This is an optimization exercise on Yosys and OpenROAD, whose aim is small area, not a production implementation.
Function was checked by simulation only, so behaviour that the tests miss may differ from the original.
Power and IR drop assume default switching activity.

Design uart_top, start of the top module:
module uart_top
#(
    parameter sysclk = 50000000,
    parameter low_baudrate = 4800
)
(
    input  wire       clk,
    input  wire       rst,
    input  wire [2:0] sel,
    input  wire [7:0] tx_data_in,
    input  wire       tx_start,
    output reg        tx_out,
    output wire       tx_done,
    input  wire       rx_in,
    output wire       rx_done,
    output reg        flag,
    output reg  [7:0] rx_data_out
);
    localparam integer BASE = sysclk / low_baudrate;
    localparam integer W    = 14;              
    localparam [W-1:0] TB   = BASE;
    localparam [W-1:0] HB   = BASE >> 1;
    localparam [3:0] S_PAR = 4'd0, S_STOP = 4'd1, S_DONE = 4'd2,
                     S_IDLE = 4'd3, S_START = 4'd7, S_D0 = 4'd8;
    function [W-1:0] inc;
        input [W-1:0] c;
        input [W-1:0] s;
        integer i;
        reg cy;
        begin
            cy = 1'b0;
            for (i = 0; i < W; i = i + 1) begin
                cy = s[i] | cy;
                inc[i] = c[i] ^ cy;
                cy = cy & c[i];
            end
        end
    endfunction
    reg [W-1:0] step, hi;
    integer k;
    always @* begin
        for (k = 0; k < W; k = k + 1) begin
            step[k] = (sel == k);
            hi[k]   = (k >= sel);
        end
    end
    wire [W-1:0] tm = TB & hi;         
  ...
Size: ~260 cells after synthesis, about 27 I/O pins.
clock: 20.0 ns
lec_check: 0
cap_margin: 20
core_margin: 2
core_utilization: 40
cts_buf_list: sky130_fd_sc_hd__clkbuf_8 sky130_fd_sc_hd__clkbuf_16
cts_cluster_diameter: 500
cts_cluster_size: 100
slew_margin: 20
run.sh (not shown) runs the stock make flow with config.mk's settings and CLKGATE_MAP_FILE= SYNTH_SCRIPT=/design/flow/synth_recipe.tcl, a recipe that flattens the netlist after the stock synthesis.
Change:
CTS_BUF_LIST = sky130_fd_sc_hd__clkbuf_4   (was sky130_fd_sc_hd__clkbuf_8 sky130_fd_sc_hd__clkbuf_16)
CTS_CLUSTER_DIAMETER = not set   (was 500)
CTS_CLUSTER_SIZE = 20   (was 100)
After rerunning: Power fell by 6.5%; worst setup slack is better by 0.068 ns; global-route usage is unchanged.
Change:
CTS_BUF_LIST = not set   (was sky130_fd_sc_hd__clkbuf_4)
CTS_CLUSTER_SIZE = not set   (was 20)
Result: Power rose by 7.0%; non-clock buffer count stays the same; worst hold slack gets worse by 0.0091 ns; worst setup slack got worse by 0.068 ns.

* * *

## run A
Another version of the RTL of uart_top (not shown whole).
Size in the first run: roughly 270 cells after synthesis, ~2600 um^2 of cells after synthesis.
export LEC_CHECK = 0
export CAP_MARGIN = 20
export CORE_MARGIN = 2
export CORE_UTILIZATION = 65
export CTS_BUF_LIST = sky130_fd_sc_hd__clkbuf_4
export CTS_CLUSTER_SIZE = 20
export SLEW_MARGIN = 20
create_clock -name core_clock -period 20.0 [get_ports {clk}]
standard.sh (not shown) runs the stock make flow with config.mk's settings and CLKGATE_MAP_FILE= SYNTH_SCRIPT=/design/flow/synth_recipe.tcl, a recipe that flattens the netlist after the stock synthesis.
==> flow/flow/run.sh <==
#!/bin/bash
# Own flow: the standard flow, except that
#  - the standard synthesis's combinational logic is mapped again by ABC for
#    area (flow/remap.tcl); the flip-flops are kept as they are (same
#    instances, names and cells);
#  - the port buffers that global placement inserts are buf_1.
# Each tool's output goes to a log file of its own in the work folder.
set -euo pipefail
W=$(pwd)
R=$W/orfs/results/$FLOW_PLATFORM/uart_top/base
LIB=$FLOW_HOME/platforms/$FLOW_PLATFORM/lib/sky130_fd_sc_hd__tt_025C_1v80.lib
YOSYS=$FLOW_HOME/../tools/install/yosys/bin/yosys
[ -x "$YOSYS" ] || YOSYS=yosys

bash standard.sh synth > "$W/1_standard_synth.log" 2>&1
cp "$R/1_2_yosys.v" "$W/1_standard_yosys.v"

REMAP_LIB=$LIB REMAP_IN=$W/1_standard_yosys.v REMAP_TOP=$FLOW_TOP \
REMAP_OUT=$W/1_remap.v REMAP_STAT=$W/1_remap_stat.txt \
  "$YOSYS" -c "$W/flow/remap.tcl" > "$W/1_remap.log" 2>&1

cp "$W/1_remap.v" "$R/1_2_yosys.v"
rm -f "$R/1_synth.odb" "$R/1_synth.sdc"
bash standard.sh synth > "$W/1_remap_synth_odb.log" 2>&1

bash standard.sh BUFFER_PORTS_ARGS="-buffer_cell sky130_fd_sc_hd__buf_1" CTS_ARGS="-buf_list sky130_fd_sc_hd__clkbuf_4 -root_buf sky130_fd_sc_hd__clkbuf_4 -sink_clustering_enable -sink_clustering_size 30 -sink_clustering_max_diameter 200 -dont_use_dummy_load -repair_clock_nets" finish > "$W/2_finish.log" 2>&1
==> flow/flow/remap.tcl <==
# Re-map the combinational logic of the standard synthesis netlist for area.
# The flip-flops stay as they are (same instances, names and cells). Several
# ABC scripts are tried and the smallest result is kept.
set lib $::env(REMAP_LIB)
yosys read_liberty -ignore_miss_func -ignore_miss_dir $lib
yosys read_verilog $::env(REMAP_IN)
yosys hierarchy -top $::env(REMAP_TOP)
set ffcells {dfrtp_1 dfrtp_2 dfrtp_4 dfrtn_1 dfstp_1 dfstp_2 dfstp_4 dfxtp_1 dfxtp_2 dfxtp_4 dfxbp_1 dfxbp_2 dfrbp_1 dfrbp_2 dfsbp_1 dfsbp_2 dfbbp_1 dfbbn_1 dfbbn_2 edfxtp_1 edfxbp_1 sdfxtp_1 conb_1}
foreach c $ffcells { catch { yosys blackbox sky130_fd_sc_hd__$c } }
yosys flatten
yosys rename -hide w:*.* x:* %d
yosys opt -purge
yosys design -save base
set scripts {
  {+strash;dch,-f;amap;strash;dch,-f;amap;topo}
  {+strash;dch,-f;map,-a;strash;dch,-f;amap;topo}
  {+strash;dch,-f;amap;topo}
  {+strash;dc2;dch,-f;amap;strash;dch,-f;amap;topo}
  {+strash;&get,-n;&dch,-f;&nf,-a;&put;strash;dch,-f;amap;topo}
  {}
}
set best_area 1e30
set rounds 6
if { [info exists ::env(REMAP_ROUNDS)] } { set rounds $::env(REMAP_ROUNDS) }
for { set r 0 } { $r < $rounds } { incr r } {
  set round_best_area $best_area
  set i 0
  foreach s $scripts {
    yosys design -load base
    if { $s eq "" } {
      yosys abc -liberty $lib -dont_use sky130_fd_sc_hd__lpflow_bleeder_1 -dont_use sky130_fd_sc_hd__lpflow_clkbufkapwr_1 -dont_use sky130_fd_sc_hd__lpflow_clkbufkapwr_16 -dont_use sky130_fd_sc_hd__lpflow_clkbufkapwr_2 -dont_use sky130_fd_sc_hd__lpflow_clkbufkapwr_4 -dont_use sky130_fd_sc_hd__lpflow_clkbufkapwr_8 -dont_use sky130_fd_sc_hd__lpflow_clkinvkapwr_1 -dont_use sky130_fd_sc_hd__lpflow_clkinvkapwr_16 -dont_use sky130_fd_sc_hd__lpflow_clkinvkapwr_2 -dont_use sky130_fd_sc_hd__lpflow_clkinvkapwr_4 -dont_use sky130_fd_sc_hd__lpflow_clkinvkapwr_8 -dont_use sky130_fd_sc_hd__lpflow_decapkapwr_12 -dont_use sky130_fd_sc_hd__lpflow_decapkapwr_3 -dont_use sky130_fd_sc_hd__lpflow_decapkapwr_4 -dont_use sky130_fd_sc_hd__lpflow_decapkapwr_6 -dont_use sky130_fd_sc_hd__lpflow_decapkapwr_8 -dont_use sky130_fd_sc_hd__lpflow_inputiso0n_1 -dont_use sky130_fd_sc_hd__lpflow_inputiso0p_1 -dont_use sky130_fd_sc_hd__lpflow_inputiso1n_1 -dont_use sky130_fd_sc_hd__lpflow_inputiso1p_1 -dont_use sky130_fd_sc_hd__lpflow_inputisolatch_1 -dont_use sky130_fd_sc_hd__lpflow_isobufsrc_1 -dont_use sky130_fd_sc_hd__lpflow_isobufsrc_16 -dont_use sky130_fd_sc_hd__lpflow_isobufsrc_2 -dont_use sky130_fd_sc_hd__lpflow_isobufsrc_4 -dont_use sky130_fd_sc_hd__lpflow_isobufsrc_8 -dont_use sky130_fd_sc_hd__lpflow_isobufsrckapwr_16 -dont_use sky130_fd_sc_hd__lpflow_lsbuf_lh_hl_isowell_tap_1 -dont_use sky130_fd_sc_hd__lpflow_lsbuf_lh_hl_isowell_tap_2 -dont_use sky130_fd_sc_hd__lpflow_lsbuf_lh_hl_isowell_tap_4 -dont_use sky130_fd_sc_hd__lpflow_lsbuf_lh_isowell_4 -dont_use sky130_fd_sc_hd__lpflow_lsbuf_lh_isowell_tap_1 -dont_use sky130_fd_sc_hd__lpflow_lsbuf_lh_isowell_tap_2 -dont_use sky130_fd_sc_hd__lpflow_lsbuf_lh_isowell_tap_4 -dont_use sky130_fd_sc_hd__probe_p_8 -dont_use sky130_fd_sc_hd__probec_p_8 
    } else {
      yosys abc -liberty $lib -dont_use sky130_fd_sc_hd__lpflow_bleeder_1 -dont_use sky130_fd_sc_hd__lpflow_clkbufkapwr_1 -dont_use sky130_fd_sc_hd__lpflow_clkbufkapwr_16 -dont_use sky130_fd_sc_hd__lpflow_clkbufkapwr_2 -dont_use sky130_fd_sc_hd__lpflow_clkbufkapwr_4 -dont_use sky130_fd_sc_hd__lpflow_clkbufkapwr_8 -dont_use sky130_fd_sc_hd__lpflow_clkinvkapwr_1 -dont_use sky130_fd_sc_hd__lpflow_clkinvkapwr_16 -dont_use sky130_fd_sc_hd__lpflow_clkinvkapwr_2 -dont_use sky130_fd_sc_hd__lpflow_clkinvkapwr_4 -dont_use sky130_fd_sc_hd__lpflow_clkinvkapwr_8 -dont_use sky130_fd_sc_hd__lpflow_decapkapwr_12 -dont_use sky130_fd_sc_hd__lpflow_decapkapwr_3 -dont_use sky130_fd_sc_hd__lpflow_decapkapwr_4 -dont_use sky130_fd_sc_hd__lpflow_decapkapwr_6 -dont_use sky130_fd_sc_hd__lpflow_decapkapwr_8 -dont_use sky130_fd_sc_hd__lpflow_inputiso0n_1 -dont_use sky130_fd_sc_hd__lpflow_inputiso0p_1 -dont_use sky130_fd_sc_hd__lpflow_inputiso1n_1 -dont_use sky130_fd_sc_hd__lpflow_inputiso1p_1 -dont_use sky130_fd_sc_hd__lpflow_inputisolatch_1 -dont_use sky130_fd_sc_hd__lpflow_isobufsrc_1 -dont_use sky130_fd_sc_hd__lpflow_isobufsrc_16 -dont_use sky130_fd_sc_hd__lpflow_isobufsrc_2 -dont_use sky130_fd_sc_hd__lpflow_isobufsrc_4 -dont_use sky130_fd_sc_hd__lpflow_isobufsrc_8 -dont_use sky130_fd_sc_hd__lpflow_isobufsrckapwr_16 -dont_use sky130_fd_sc_hd__lpflow_lsbuf_lh_hl_isowell_tap_1 -dont_use sky130_fd_sc_hd__lpflow_lsbuf_lh_hl_isowell_tap_2 -dont_use sky130_fd_sc_hd__lpflow_lsbuf_lh_hl_isowell_tap_4 -dont_use sky130_fd_sc_hd__lpflow_lsbuf_lh_isowell_4 -dont_use sky130_fd_sc_hd__lpflow_lsbuf_lh_isowell_tap_1 -dont_use sky130_fd_sc_hd__lpflow_lsbuf_lh_isowell_tap_2 -dont_use sky130_fd_sc_hd__lpflow_lsbuf_lh_isowell_tap_4 -dont_use sky130_fd_sc_hd__probe_p_8 -dont_use sky130_fd_sc_hd__probec_p_8  -script $s
    }
    yosys opt_clean -purge
    yosys read_liberty -lib -ignore_redef -ignore_miss_func -ignore_miss_dir $lib
    set f $::env(REMAP_STAT).try
    yosys tee -q -o $f stat -liberty $lib
    set fh [open $f]; set txt [read $fh]; close $fh
    regexp {Chip area for module '[^']*': ([0-9.]+)} $txt -> area
    puts "remap round $r try $i: area $area script {$s}"
    if { $area < $best_area } { set best_area $area; set best "$r/$i"; yosys design -save best }
    incr i
  }
  if { $best_area >= $round_best_area } { break }
  # the next round starts from the best netlist so far, as plain gates
  yosys design -load best
  yosys read_liberty -overwrite -ignore_miss_func -ignore_miss_dir $lib
  foreach c $ffcells { catch { yosys blackbox sky130_fd_sc_hd__$c } }
  yosys flatten
  yosys rename -hide w:*.* x:* %d
  yosys opt -purge
  yosys design -save base
}
puts "remap: keeping try $best, area $best_area"
yosys design -load best
yosys hilomap -singleton -hicell sky130_fd_sc_hd__conb_1 HI -locell sky130_fd_sc_hd__conb_1 LO
yosys insbuf -buf sky130_fd_sc_hd__buf_4 A X
yosys check -assert -mapped
yosys tee -o $::env(REMAP_STAT) stat -liberty $lib
yosys write_verilog -noattr -nohex -nodec $::env(REMAP_OUT)
Relative to run A, the following input files were edited for run B:
Settings: CORE_UTILIZATION now 40, was 65.
diff --git a/flow/flow/remap.tcl b/flow/flow/remap.tcl
--- a/flow/flow/remap.tcl
+++ b/flow/flow/remap.tcl
@@ -20,0 +21,4 @@
+  {+strash;&get,-n;&deepsyn,-T,30;&put;dch,-f;amap;strash;dch,-f;amap;topo}
+  {+strash;&get,-n;&synch2;&dc2;&put;dch,-f;amap;topo}
+  {+strash;ifraig;dc2;dch,-f;map,-a;mfs;strash;dch,-f;amap;topo}
+  {+strash;dch,-f;amap,-F,1000;strash;dch,-f;amap;topo}
Notes after the runs:
- Compared with run A, final net count in run B decreased by a few percent.
- Run B has design area above what run A had.
- As of run B, power had fallen by a few percent compared to run A.
- Compared to run A, run B has global-route usage 9.4 points lower.
- On part of the power in combinational logic: between run A and run B, it ends up higher for run A.
diff inputs: run B => run C
diff --git a/flow/flow/remap.tcl b/flow/flow/remap.tcl
--- a/flow/flow/remap.tcl
+++ b/flow/flow/remap.tcl
@@ -21,4 +20,0 @@
-  {+strash;&get,-n;&deepsyn,-T,30;&put;dch,-f;amap;strash;dch,-f;amap;topo}
-  {+strash;&get,-n;&synch2;&dc2;&put;dch,-f;amap;topo}
-  {+strash;ifraig;dc2;dch,-f;map,-a;mfs;strash;dch,-f;amap;topo}
-  {+strash;dch,-f;amap,-F,1000;strash;dch,-f;amap;topo}
## What came out
Run B completed; timing, DRC and antenna clean. Run C was carried through to the last stage, and its layout satisfied the timing, design-rule and antenna checks. Taking run B as the reference, in run C count of buffering cells on the critical path with inverters included higher, layout cell share with drive strength beyond 1 higher, post-placement worst setup slack lower. Run C against run B: final standard cell utilization of the core about even; maximum clock skew at final layout fell 0.010 ns; maximum frequency fell 9.7%; number of buffers other than clock buffers in the final layout rose 1; chip height rose 0.35%. Routed wire in run C totals less than in run B. Leakage power total, run C vs run B: up by a few percent. Summary: with run B as the reference, area of the mapped netlist in run C moved up slightly.

==> static timing again, ports no longer ideal <==
The results above use ideal ports. As a check the final layouts listed here were re-extracted and re-timed, cells and wires unchanged.
Step 1 assumes that a clkbuf_16 drives the clock port and a buf_2 every other input.
Step 2 moves the port delays by t, midway between the first and last clock arrival at a register: inputs arrive t later, outputs are due t later. That takes back most of the time a late clock gives input paths.
Slacks: ideal / step 1 / step 2; pairs: ideal / step 1.
run | shift t [ns] | slack for setup (ns) | latest minus earliest clock arrival (ns)
the first run of note 1 | 0.363 | 11.206 / 11.216 / 10.852 | 0.008 / 0.007
the second run of note 1 | 0.426 | 11.275 / 11.285 / 10.859 | 0.011 / 0.011
the third run of note 1 | 0.363 | 11.206 / 11.216 / 10.852 | 0.008 / 0.007
run A | 0.408 | 12.359 / 12.361 / 11.953 | 0.026 / 0.026
run B | 0.398 | 13.054 / 13.055 / 12.656 | 0.027 / 0.027
run C | 0.409 | 12.304 / 12.310 / 11.900 | 0.018 / 0.017
After both steps setup and hold are still met in every run listed. The setup slack of the second run of note 1, which loses most, moves by +0.010 ns with the drivers and by -0.416 ns with both steps.
